Context: an optimization exercise on an open-source flow, tuned for small area. The choices shown serve that exercise and are no tape-out recipe.
Where RTL was checked, it was by simulation tests only, not by an equivalence proof against the original.
Function not checked in run 2: the RTL went through the layout flow alone.

<file path="design/flow/config.mk">
export PLATFORM = sky130hd
export DESIGN_NAME = distortion_correction
export DESIGN_NICKNAME = distortion_correction
export VERILOG_FILES = /design/flow/design.v
export SDC_FILE = /design/flow/constraint.sdc
export NUM_CORES = 4
export LEC_CHECK = 0
export CAP_MARGIN = 20
export CORE_MARGIN = 2
export CORE_UTILIZATION = 40
export SLEW_MARGIN = 20
</file>
<file path="design/flow/constraint.sdc">
create_clock -name core_clock -period 20.0 [get_ports {clk}]
set_input_delay 4.0000 -clock core_clock [delete_from_list [all_inputs] [get_ports {clk}]]
set_output_delay 4.0000 -clock core_clock [all_outputs]
set_load 0.01 [all_outputs]
</file>
<file path="design/flow/design.v">
module distortion_correction #(
    parameter DATA_WIDTH = 16,
    parameter H_RES = 1280,
    parameter V_RES = 720
)(
    input clk,
    input rst_n,
    input [15:0] fx, fy,
    input [15:0] cx, cy,
    input [15:0] k1, k2, k3,
    input valid_params,
    input [DATA_WIDTH-1:0] vin_data,
    input vin_de, vin_vs, vin_hs,
    input [9:0] pixel_x, pixel_y,
    output reg [DATA_WIDTH-1:0] vout_data,
    output reg vout_de, vout_vs, vout_hs,
    input [15:0] ram_rd_data,
    output reg [19:0] ram_rd_addr,
    output reg ram_rd_en
);
    reg [2:0] cnt;
    wire start = vin_de && valid_params;
    always @(posedge clk or negedge rst_n) begin
        if (!rst_n) cnt <= 3'd0;
        else if (cnt != 3'd0 || start) cnt <= cnt + 3'd1;
    end
    wire s0 = (cnt == 3'd0);
    wire s1 = (cnt == 3'd1);
    wire s2 = (cnt == 3'd2);
    wire s3 = (cnt == 3'd3);
    wire s4 = (cnt == 3'd4);
    wire s5 = (cnt == 3'd5);
    wire s6 = (cnt == 3'd6);
    wire s7 = (cnt == 3'd7);
    reg [15:0] xr, yr;      
    reg [31:0] ra;          
    reg [31:0] sa;          
    wire [15:0] xin = pixel_x - cx;
    wire [15:0] yin = pixel_y - cy;
    wire [15:0] ra_lo = ra[15:0];
    wire [15:0] ra_hi = ra[31:16];
    wire [15:0] vp = s5 ? {8'd0, sa[7:0]} : ra_hi;
    wire [15:0] vq = s5 ? k3 : sa[15:0];
    wire [23:0] vadd = s5 ? ra[23:0] : 24'd0;
    wire [7:0]  vlo_hi = vp[15:8] * vq[7:0];
    wire [33:0] vsum = vp[7:0] * vq + {vlo_hi, 8'd0} + {vadd, 8'd0} + {s5, 24'd0};
    reg  [15:0] up;
    reg  [31:0] uq;
    reg  [33:0] uadd;
    reg         usg;
    always @(*) begin
        up = 16'd0; uq = 32'd0; uadd = 34'd0; usg = 1'b0;
        case (cnt)
            3'd0: begin up = xin; uq = {{16{xin[15]}}, xin}; usg = 1'b1; end           
            3'd1: begin up = yr;  uq = {{16{yr[15]}}, yr}; usg = 1'b1; uadd = {2'b0, ra}; end   
            3'd2: begin up = ra_lo; uq = {ra[30:16], 1'b0, ra_lo}; end                 
            3'd3: begin up = ra_lo; uq = sa; uadd = {2'b0, vsum[15:0], 16'd0}; end     
            3'd4: begin up = k1; uq = ra; end                                         
            3'd5: begin up = k2; uq = {16'd0, sa[31:16]}; uadd = {vsum[33:8], 8'd0}; end  
            3'd6: begin up = xr; uq = ra; usg = 1'b1; end                             
            3'd7: begin up = yr; uq = ra; usg = 1'b1; end                             
        endcase
    end
    wire [31:0] urow15 = up[15] ? ({15'd0, uq[16:0] ^ {17{usg}}} << 15) : 32'd0;
    wire [31:0] uprod = up[14:0] * uq;
    wire [33:0] usum = uprod + urow15 + {up[15] & usg, 15'd0} + uadd;
    wire [9:0] cxo = cx[9:0] + usum[25:16];
    wire [9:0] cyo = cy[9:0] + usum[25:16];
    always @(posedge clk) begin
        if (s0) begin
            xr <= xin;
            yr <= yin;
        end
        if (s0 | s1) ra <= usum[31:0];
        else if (s4) ra <= {8'd0, usum[31:8]};
        else if (s5) ra <= {6'd0, usum[33:8]};
        if (s2) sa <= usum[31:0];
        else if (s3) sa[7:0] <= usum[31:24];
        else if (s5) sa[31:12] <= {pixel_y, pixel_x};
        else if (s6) sa[9:0] <= cxo;
    end
    wire sel = valid_params && de_d3 && (cyo < V_RES);
    wire [9:0] ysel = sel ? cyo : sa[31:22];
    wire [9:0] xsel = sel ? sa[9:0] : sa[21:12];
    wire [11:0] ahi = {ysel, 2'b00} + {2'b00, ysel} + {10'd0, xsel[9:8]};
    reg de_d1, vs_d1, hs_d1;
    reg de_d2, vs_d2, hs_d2;
    reg de_d3, vs_d3, hs_d3;
    always @(posedge clk or negedge rst_n) begin
        if (!rst_n) begin
            de_d1 <= 0; vs_d1 <= 0; hs_d1 <= 0;
            de_d2 <= 0; vs_d2 <= 0; hs_d2 <= 0;
            de_d3 <= 0; vs_d3 <= 0; hs_d3 <= 0;
            ram_rd_addr <= 0;
            ram_rd_en <= 0;
            vout_data <= 0;
            vout_de <= 0; vout_vs <= 0; vout_hs <= 0;
        end else begin
            de_d1 <= vin_de; vs_d1 <= vin_vs; hs_d1 <= vin_hs;
            de_d2 <= de_d1;  vs_d2 <= vs_d1;  hs_d2 <= hs_d1;
            de_d3 <= de_d2;  vs_d3 <= vs_d2;  hs_d3 <= hs_d2;
            if (s7) ram_rd_addr <= {ahi, xsel[7:0]};
            ram_rd_en <= s7 & de_d3;
            vout_data <= ram_rd_data;
            vout_de <= de_d3;
            vout_vs <= vs_d3;
            vout_hs <= hs_d3;
        end
    end
endmodule
</file>
<file path="design/flow/run.sh">
#!/bin/bash
# synth_recipe.tcl (not shown) runs the flow's synth.tcl, then flattens the netlist and writes it again
# the make line also repeats each setting of config.mk as NAME=value (left out here)
make -C /OpenROAD-flow-scripts/flow DESIGN_CONFIG=/design/flow/config.mk WORK_HOME=/design/flow/orfs CLKGATE_MAP_FILE= SYNTH_SCRIPT=/design/flow/synth_recipe.tcl finish
</file>
==> results of run 1 <==
[repair_timing]
| item | CTS | global route |
|---|---|---|
| endpoints found under the hold margin | 0 | 0 |
| resized for setup | 0 | 13 |
| setup buffers | 0 | 4 |
| endpoints found under the setup margin | 0 | 8 |
[per-stage QoR]
stage / worst slack [ps] / util
floorplan: 1650 / -
global route: 26.3 / 0.455
CTS: 565 / 0.454
detailed placement: 178 / 0.446
global placement: 228 / 0.446
finish: 788 / 0.455
[registers in the layout (all words and copies together), names as in the netlist, 3 cells and up]
register / cells
ra: 32
xr: 16
vout_data: 16
ram_rd_addr: 20
cnt: 3
sa: 32
yr: 16
[layout by cell type (no fill, tap or decap), types with 43 or more instances in the layout]
master,count
sky130_fd_sc_hd__ha_1,268
sky130_fd_sc_hd__and3_1,47
sky130_fd_sc_hd__nor2_1,333
sky130_fd_sc_hd__dfrtp_1,52
sky130_fd_sc_hd__buf_4,90
sky130_fd_sc_hd__edfxtp_1,96
sky130_fd_sc_hd__fa_1,433
sky130_fd_sc_hd__a21oi_1,119
sky130_fd_sc_hd__xor2_1,46
sky130_fd_sc_hd__a21o_1,43
sky130_fd_sc_hd__inv_1,546
sky130_fd_sc_hd__clkdlybuf4s50_1,160
sky130_fd_sc_hd__xnor2_1,114
sky130_fd_sc_hd__nand2_1,496
sky130_fd_sc_hd__o21ai_0,94
[path summary, 6_finish.rpt]
check	from	to	slack, ps	cells after the start
setup / recovery	cx[0]	ram_rd_addr[19]	790	64
setup reg to reg	cnt[2]	ram_rd_addr[19]	4140	61
hold reg to reg	hs_d1	hs_d2	350	0
max in group asynchronous	rst_n	cnt[0]	15890	2
hold / removal	hs_d1	hs_d2	350	0
min in group asynchronous	rst_n	vout_data[7]	3660	2
[cells by family after synthesis]
| group | after synthesis | share of synthesized area |
|---|---|---|
| xor+xnor | 167 | 0.0524 |
| compound gates | 519 | 0.121 |
| flops | 148 | 0.142 |
| simple gates | 1113 | 0.164 |
| fa+ha+maj | 704 | 0.408 |
| buf+inv | 682 | 0.0870 |
| mux | 71 | 0.0258 |
[critical path, delay by kind of cell]
kind / cells / cell delay, ps
simple gates: 9 / 1410
xor+xnor: 4 / 1120
fa+ha+maj: 14 / 5780
buf+inv: 13 / 1840
compound gates: 23 / 5100
mux: 1 / 350
[final cells by class]
class                      instances  area [um^2]  area share
timing repair buffer             254         2330      0.0701
clock buffer                      17          425      0.0128
antenna                            1         2.50   0.0000752
inverter                         549         2060      0.0619
clock inverter                    15          184     0.00553
sequential                       148         4180       0.126
tap                              959         1200      0.0361
multi-input combinational       2574        22900       0.688
[layer usage]
metal | track usage | part of all wire
met1 | 0.393 | 0.42
met2 | 0.426 | 0.44
met3 | 0.0423 | 0.099
met4 | 0.0913 | 0.041
met5 | 0 | 0.000098
==> flow_metrics.env, run 1 <==
export IMPL_first_global_vias=25100
export IMPL_die_h_um=276
export IMPL_drive_above_1_share=0.0593
export IMPL_status="finished clean"
export IMPL_synth_enable_flop_cells=96
export IMPL_grt_pass1_wl_mm=157
export IMPL_antenna_violating_nets_post_route=0
export IMPL_hp_class="flop to flop"
export IMPL_tritoncts="built"
export IMPL_postSynthNetCount=4277
export IMPL_placed_insts=4480
export IMPL_yosys_top_cells_count="sky130_fd_sc_hd__inv_1 (547), sky130_fd_sc_hd__nand2_1 (496), sky130_fd_sc_hd__fa_1 (433)"
export IMPL_tritoncts_num_buffers=17
export IMPL_slew_violations=0
export IMPL_yosysWarningCount=1
export IMPL_io_pins=210
export IMPL_initial_utilization=0.404
export IMPL_dp_hpwl_mm=83.2
export IMPL_clk_pin_slew_worst_paths_ps=80
export IMPL_unrepaired_setup_endpoints_after_global_routing="no"
export IMPL_drt_initial_drc_count=2806
export IMPL_crit_path_top_delay_cell="sky130_fd_sc_hd__clkdlybuf4s50_1"
export IMPL_wirelength_mm=103
export IMPL_syn_cell_area_um2=29500
export IMPL_syn2layout_area_growth_pct=12.6
export IMPL_cts_hold_repair_buffers=0
export IMPL_synthesized_instance_count=3404
export IMPL_min_period_ps=19210
export IMPL_globalRoute_totalOverflow=0
export IMPL_fin_skew_ps=16.7
export IMPL_design_core_area_um2=73100
export IMPL_timing_critical_path_fanout_max=9
export IMPL_synth_most_common_cell="sky130_fd_sc_hd__inv_1"
export IMPL_antenna_found_initial=1
export IMPL_detailroute_via_count=25300
export IMPL_syn_area_cell_um2=8.68
export IMPL_ys_dominant_reg_cell="sky130_fd_sc_hd__edfxtp_1"
export IMPL_worst_endpoint_arrival_ps=19570
export IMPL_finalCritPeriodShare=0.961
export IMPL_tightest_slew_ps=1060
export IMPL_drv_max_cap_violation_count=0
export IMPL_critical_path_required_time_ps=20350
export IMPL_clk_path_buf_depth=2
export IMPL_routedWlPerCell_um=22.7
export IMPL_synth_cell_type_count=92
export IMPL_n_fill_cell=7279
export IMPL_die_outline_area_um2=76000
export IMPL_yosysTopAreaCell="sky130_fd_sc_hd__fa_1"
export IMPL_maxClockFrequency_mhz=52.0
export IMPL_routabilityCongestion=0.986
export IMPL_crit_path_end_kind="flop"
export IMPL_buffer_ports_inserted=161
export IMPL_fin_nets=4417
export IMPL_timing_max_slew_rel_slack=0.270
export IMPL_number_of_iterations_in_the_first_detailed_routing_pass=9
export IMPL_clkSinkCount=148
export IMPL_finalNonFillerCells=4517
export IMPL_timing_final_setup_violations=0
export IMPL_async_s_r_ff_share_synth=0.351
export IMPL_ys_seq_elements=148
export IMPL_startpoint_type="input port"
export IMPL_final_setup_tns_ps=0
export IMPL_groute_usage_overall=0.275
export IMPL_design_area_um2=33300
export IMPL_placed_area_um2=32600
export IMPL_fp_row_count=99
export IMPL_hold_viol_final=0
export IMPL_clock_latency_on_the_worst_skew_pair_ps=450
export IMPL_max_stage_delay_ps=620
export IMPL_vias_per_cell=5.61
export IMPL_clk_root_buffer_cell="sky130_fd_sc_hd__clkbuf_16"
export IMPL_tightest_hold_margin_ps=350
export IMPL_grt_start_max_net_pins=72
export IMPL_fp_dieW_um=276
export IMPL_synth_top_cells_by_area="sky130_fd_sc_hd__fa_1 (29%), sky130_fd_sc_hd__ha_1 (11%), sky130_fd_sc_hd__edfxtp_1 (9.8%)"
export IMPL_synth_top_cell_area_share=0.294
export IMPL_drc=0
export IMPL_crit_type="input port to flop"
export IMPL_ys_seq_area_frac=0.142
export IMPL_cts_htree_levels=4
==> run 2: changes to the inputs <==
==> design/flow/design.v (replaced) <==
module distortion_correction #(
    parameter DATA_WIDTH = 16,
    parameter H_RES = 1280,
    parameter V_RES = 720
)(
    input clk,
    input rst_n,
    input [15:0] fx, fy,       
    input [15:0] cx, cy,       
    input [15:0] k1, k2, k3,   
    input valid_params,
    input [DATA_WIDTH-1:0] vin_data,
    input vin_de, vin_vs, vin_hs,
    input [9:0] pixel_x, pixel_y,
    output reg [DATA_WIDTH-1:0] vout_data,
    output reg vout_de, vout_vs, vout_hs,
    input [15:0] ram_rd_data,
    output reg [19:0] ram_rd_addr,
    output reg ram_rd_en
);
    localparam IDLE = 2'b00;
    localparam CALC = 2'b01;
    localparam WAIT = 2'b10;
    localparam OUT  = 2'b11;
    reg [1:0] state, next_state;
    reg signed [15:0] x_norm, y_norm;       
    reg signed [31:0] x2, y2, r2;           
    reg signed [31:0] r4, r6;               
    reg signed [31:0] distortion_factor;    
    reg signed [15:0] x_distorted, y_distorted;   
    reg [9:0] corrected_x, corrected_y;     
    reg [9:0] px_d1, py_d1, px_d2, py_d2;
    reg de_d1, vs_d1, hs_d1;
    reg de_d2, vs_d2, hs_d2;
    reg de_d3, vs_d3, hs_d3;
    reg [2:0] calc_cnt;
    always @(posedge clk or negedge rst_n) begin
        if (!rst_n) begin
            state <= IDLE;
        end else begin
            state <= next_state;
        end
    end
    always @(*) begin
        case (state)
            IDLE: next_state = (vin_de && valid_params) ? CALC : IDLE;
            CALC: next_state = (calc_cnt == 3'd4) ? WAIT : CALC;
            WAIT: next_state = OUT;
            OUT:  next_state = IDLE;
            default: next_state = IDLE;
        endcase
    end
    always @(posedge clk or negedge rst_n) begin
        if (!rst_n) begin
            calc_cnt <= 0;
            x_norm <= 0; y_norm <= 0;
            x2 <= 0; y2 <= 0; r2 <= 0;
            r4 <= 0; r6 <= 0;
            distortion_factor <= 0;
            x_distorted <= 0; y_distorted <= 0;
            corrected_x <= 0; corrected_y <= 0;
        end else begin
            case (state)
                IDLE: begin
                    calc_cnt <= 0;
                    if (vin_de && valid_params) begin
                        x_norm <= (pixel_x - cx);
                        y_norm <= (pixel_y - cy);
                    end
                end
                CALC: begin
                    calc_cnt <= calc_cnt + 1;
                    case (calc_cnt)
                        3'd0: begin
                            x2 <= x_norm * x_norm;
                            y2 <= y_norm * y_norm;
                        end
                        3'd1: begin
                            r2 <= x2 + y2;
                        end
                        3'd2: begin
                            r4 <= (r2 * r2) >> 16;   
                            r6 <= (r2 * r2 * r2) >> 24;
                        end
                        3'd3: begin
                            distortion_factor <= 32'h10000 + 
                                               ((k1 * r2) >> 8) + 
                                               ((k2 * r4) >> 8) + 
                                               ((k3 * r6) >> 8);
                        end
                        3'd4: begin
                            x_distorted <= (x_norm * distortion_factor) >> 16;
                            y_distorted <= (y_norm * distortion_factor) >> 16;
                        end
                    endcase
                end
                WAIT: begin
                    corrected_x <= cx + x_distorted;
                    corrected_y <= cy + y_distorted;
                end
                default: begin
                    calc_cnt <= 0;
                end
            endcase
        end
    end
    wire in_bounds = (corrected_x < H_RES) && (corrected_y < V_RES) && 
                    (corrected_x >= 0) && (corrected_y >= 0);
    always @(posedge clk or negedge rst_n) begin
        if (!rst_n) begin
            px_d1 <= 0; py_d1 <= 0; px_d2 <= 0; py_d2 <= 0;
            de_d1 <= 0; vs_d1 <= 0; hs_d1 <= 0;
            de_d2 <= 0; vs_d2 <= 0; hs_d2 <= 0;
            de_d3 <= 0; vs_d3 <= 0; hs_d3 <= 0;
            ram_rd_addr <= 0;
            ram_rd_en <= 0;
            vout_data <= 0;
            vout_de <= 0; vout_vs <= 0; vout_hs <= 0;
        end else begin
            px_d1 <= pixel_x; py_d1 <= pixel_y;
            px_d2 <= px_d1;   py_d2 <= py_d1;
            de_d1 <= vin_de; vs_d1 <= vin_vs; hs_d1 <= vin_hs;
            de_d2 <= de_d1;  vs_d2 <= vs_d1;  hs_d2 <= hs_d1;
            de_d3 <= de_d2;  vs_d3 <= vs_d2;  hs_d3 <= hs_d2;
            if (state == OUT) begin
                if (valid_params && de_d3 && in_bounds) begin
                    ram_rd_addr <= corrected_y * H_RES + corrected_x;
                    ram_rd_en <= 1'b1;
                end else begin
                    ram_rd_addr <= py_d2 * H_RES + px_d2;
                    ram_rd_en <= de_d3;
                end
            end else begin
                ram_rd_en <= 1'b0;
            end
            vout_data <= ram_rd_data;
            vout_de <= de_d3;
            vout_vs <= vs_d3;
            vout_hs <= hs_d3;
        end
    end
endmodule
==> run 2 against run 1 <==
  * Critical path type is now flop to flop
  * Flip-flop and latch count grew 162
  * Routed wire length grew to 2.6 times the previous value
  * Register-to-register slack lost 630 ps
  * Critical path depth shrank 13
  * Utilization shrank 2.7 points
  * First-iteration DRC count grew 47%
  * Largest cell class unchanged
==> flow_metrics.env, run 2 <==
export IMPL_status="finished clean"
export IMPL_maxClockFrequency_mhz=60.6
export IMPL_finalCritPeriodShare=0.825
export IMPL_critical_path_required_time_ps=20510
export IMPL_startpoint_type="flop"
export IMPL_finalNonFillerCells=14300
export IMPL_yosys_top_cells_count="sky130_fd_sc_hd__inv_1 (2761), sky130_fd_sc_hd__fa_1 (2271), sky130_fd_sc_hd__nand2_1 (1672)"
export IMPL_async_s_r_ff_share_synth=1.00
export IMPL_ys_seq_elements=310
export IMPL_regMostFlops="r2"
export IMPL_syn_cell_area_um2=101000
export IMPL_slew_violations=0
export IMPL_ys_seq_area_frac=0.0770
export IMPL_die_outline_area_um2=256000
export IMPL_clock_latency_on_the_worst_skew_pair_ps=670
export IMPL_yosysTopAreaCell="sky130_fd_sc_hd__fa_1"
export IMPL_hp_class="flop to flop"
export IMPL_syn2layout_area_growth_pct=6.60
export IMPL_grt_start_max_net_pins=91
export IMPL_design_core_area_um2=251000
export IMPL_postSynthNetCount=14500
export IMPL_crit_type="flop to flop"
export IMPL_synth_enable_flop_cells=0
export IMPL_grt_pass1_wl_mm=433
export IMPL_placed_insts=14200
export IMPL_globalRoute_totalOverflow=0
export IMPL_synth_top_cell_area_share=0.451
export IMPL_worstSetupStartpoint="r2[2]"
export IMPL_antenna_violating_nets_post_route=0
export IMPL_cpMostUsedCell="sky130_fd_sc_hd__fa_1"
export IMPL_crit_path_top_delay_cell="sky130_fd_sc_hd__dfrtp_2"
export IMPL_detailroute_via_count=71200
export IMPL_number_of_iterations_in_the_first_detailed_routing_pass=6
export IMPL_fp_dieW_um=506
export IMPL_die_h_um=506
export IMPL_layout_common_cells="sky130_fd_sc_hd__inv_1 (2761), sky130_fd_sc_hd__fa_1 (2271), sky130_fd_sc_hd__nand2_1 (1670)"
export IMPL_antenna_found_initial=13
export IMPL_crit_path_end_kind="flop"
export IMPL_cts_repair_timing_setup_buffer_count=0
export IMPL_routedWlPerCell_um=18.3
export IMPL_n_fill_cell=24500
export IMPL_multi_input_logic_area_um2=80900
export IMPL_drive_above_1_share=0.0268
export IMPL_worst_endpoint_arrival_ps=17000
export IMPL_timing_max_slew_rel_slack=0.214
export IMPL_synth_area_in_compound_gates=0.0471
export IMPL_yosysWarningCount=1
export IMPL_syn_area_cell_um2=9.10
export IMPL_first_global_vias=79800
export IMPL_clkSinkCount=310
export IMPL_clk_root_buffer_cell="sky130_fd_sc_hd__clkbuf_16"
export IMPL_dp_hpwl_mm=205
export IMPL_post_route_util=0.428
export IMPL_io_pins=210
export IMPL_min_from="hs_d2"
export IMPL_synth_top_cells_by_area="sky130_fd_sc_hd__fa_1 (45%), sky130_fd_sc_hd__ha_1 (12%), sky130_fd_sc_hd__inv_1 (10%)"
export IMPL_fin_nets=14300
export IMPL_initial_utilization=0.402
export IMPL_synthAdderAreaFrac=0.570
export IMPL_synth_cell_type_count=65
export IMPL_synthesized_instance_count=11100
export IMPL_cts_hold_repair_buffers=0
export IMPL_hold_viol_final=0
export IMPL_worst_r2r_startpoint="r2[2]"
export IMPL_synth_top_family_by_area="adder cells"
export IMPL_drc=0
export IMPL_synth_area_mux_share=0.00386
export IMPL_final_setup_tns_ps=0
export IMPL_fin_skew_ps=45.1
export IMPL_groute_usage_overall=0.212
export IMPL_unrepaired_setup_endpoints_after_global_routing="no"
export IMPL_post_synth_xor_area_fraction=0.0386
export IMPL_routabilityCongestion=0.877
export IMPL_largest_register_ff_count=32
export IMPL_synth_most_common_cell="sky130_fd_sc_hd__inv_1"
export IMPL_reg2reg_slack_ps=3510
export IMPL_drv_max_cap_violation_count=0
export IMPL_ys_dominant_reg_cell="sky130_fd_sc_hd__dfrtp_1"
export IMPL_min_period_ps=16490
export IMPL_largest_registers="r2: 32 flops, x2: 31 flops, y2: 31 flops"
export IMPL_drt_initial_drc_count=4122
export IMPL_max_stage_delay_ps=820
export IMPL_mostFrequentLayoutCell="sky130_fd_sc_hd__inv_1"
export IMPL_buffer_ports_inserted=161
export IMPL_timing_final_setup_violations=0
export IMPL_vias_per_cell=4.97
export IMPL_post_cts_resized=0
export IMPL_fp_row_count=184
export IMPL_tightest_slew_ps=1170
export IMPL_tritoncts="built"
export IMPL_clk_path_buf_depth=3
export IMPL_wirelength_mm=261
export IMPL_cts_htree_levels=2
export IMPL_tritoncts_num_buffers=43
export IMPL_synth_simple_gate_area_frac=0.143
export IMPL_clk_pin_slew_worst_paths_ps=60
export IMPL_timing_critical_path_fanout_max=47
export IMPL_total_area_of_sequential_cells_um2=7780
[run 2: final cells by class]
class,instances,share of cell area
timing repair buffer,306,0.0252
clock inverter,30,0.00367
tap,3348,0.0390
clock buffer,50,0.0104
multi-input combinational,7512,0.753
antenna,4,0.0000932
inverter,2762,0.0965
sequential,310,0.0724
[run 2: kinds of logic (layout without fill, tap and decap cells)]
| logic type | after synthesis | count (layout) |
|---|---|---|
| AOI/OAI and AO/OA | 769 | 769 |
| DFF | 310 | 310 |
| muxes | 36 | 36 |
| buffers and inverters | 3253 | 3148 |
| adders and majority gates | 3225 | 3225 |
| xor gates and xnor gates | 435 | 435 |
| other | 0 | 4 |
| and+or+nand+nor | 3047 | 3047 |
[run 2: path summary, 6_finish.rpt]
path / to / depth (start not counted)
max: r6[7] / 51
min: hs_d3 / 0
max reg2reg: r6[7] / 51
min reg2reg: hs_d3 / 0
max in group asynchronous: hs_d2 / 3
min in group asynchronous: y_norm[12] / 1
[run 2: stage by stage]
stage,area [um^2],hold WS (ps),setup WS [ps]
after floorplan,101000,331,6080
after global placement,106000,331,3740
after detailed placement,106000,336,3600
after CTS,107000,342,3550
after global routing,107000,351,2810
final,107000,337,3510
[run 2: layer usage]
layer,GRT usage,vias to the layer above,wire length (um)
met2,0.369,1849,130000
met1,0.279,36900,109000
met5,0,-,82
met4,0.0582,12,7740
li1,-,32000,-
met3,0.0256,421,14600
[run 2: worst max-delay path, delay by kind of cell (launching register included)]
kind / cells / cell delay, ps
XOR/XNOR: 13 / 3450
flip-flops: 1 / 820
buffers and inverters: 10 / 1280
AO/OA/AOI/OAI: 7 / 1660
AND/OR/NAND/NOR: 4 / 1310
adder cells (fa/ha/maj): 17 / 7790

[what the ideal ports hide]
In the flow no input, the clock included, has a driving cell. The finished layouts below were timed again as built, in two steps. Step 1 (the two cells are an assumption about what drives the block):
set clk [get_ports {clk}]
set_driving_cell -lib_cell sky130_fd_sc_hd__clkbuf_16 $clk
set_driving_cell -lib_cell sky130_fd_sc_hd__buf_2 [delete_from_list [all_inputs] $clk]
Step 2 moves the port delays by t, midway between the first and last clock arrival at a register: inputs arrive t later, outputs are due t later. That takes back most of the time a late clock gives input paths. Three values: no drivers, after step 1, after step 2; two values: the first two.
run | t (ns) | setup slack, ns | hold slack, ns | worst setup path at the end
run 1 | 0.486 | 0.788 / 0.809 / 0.323 | 0.350 / 0.350 / 0.350 | input to register
run 2 | 0.734 | 3.506 / 3.506 / 3.506 | 0.337 / 0.337 / 0.337 | register to register
After both steps every run listed still meets setup and hold. For run 1, which loses most, drivers alone change the setup slack by +0.021 ns; drivers and shift together by -0.465 ns.
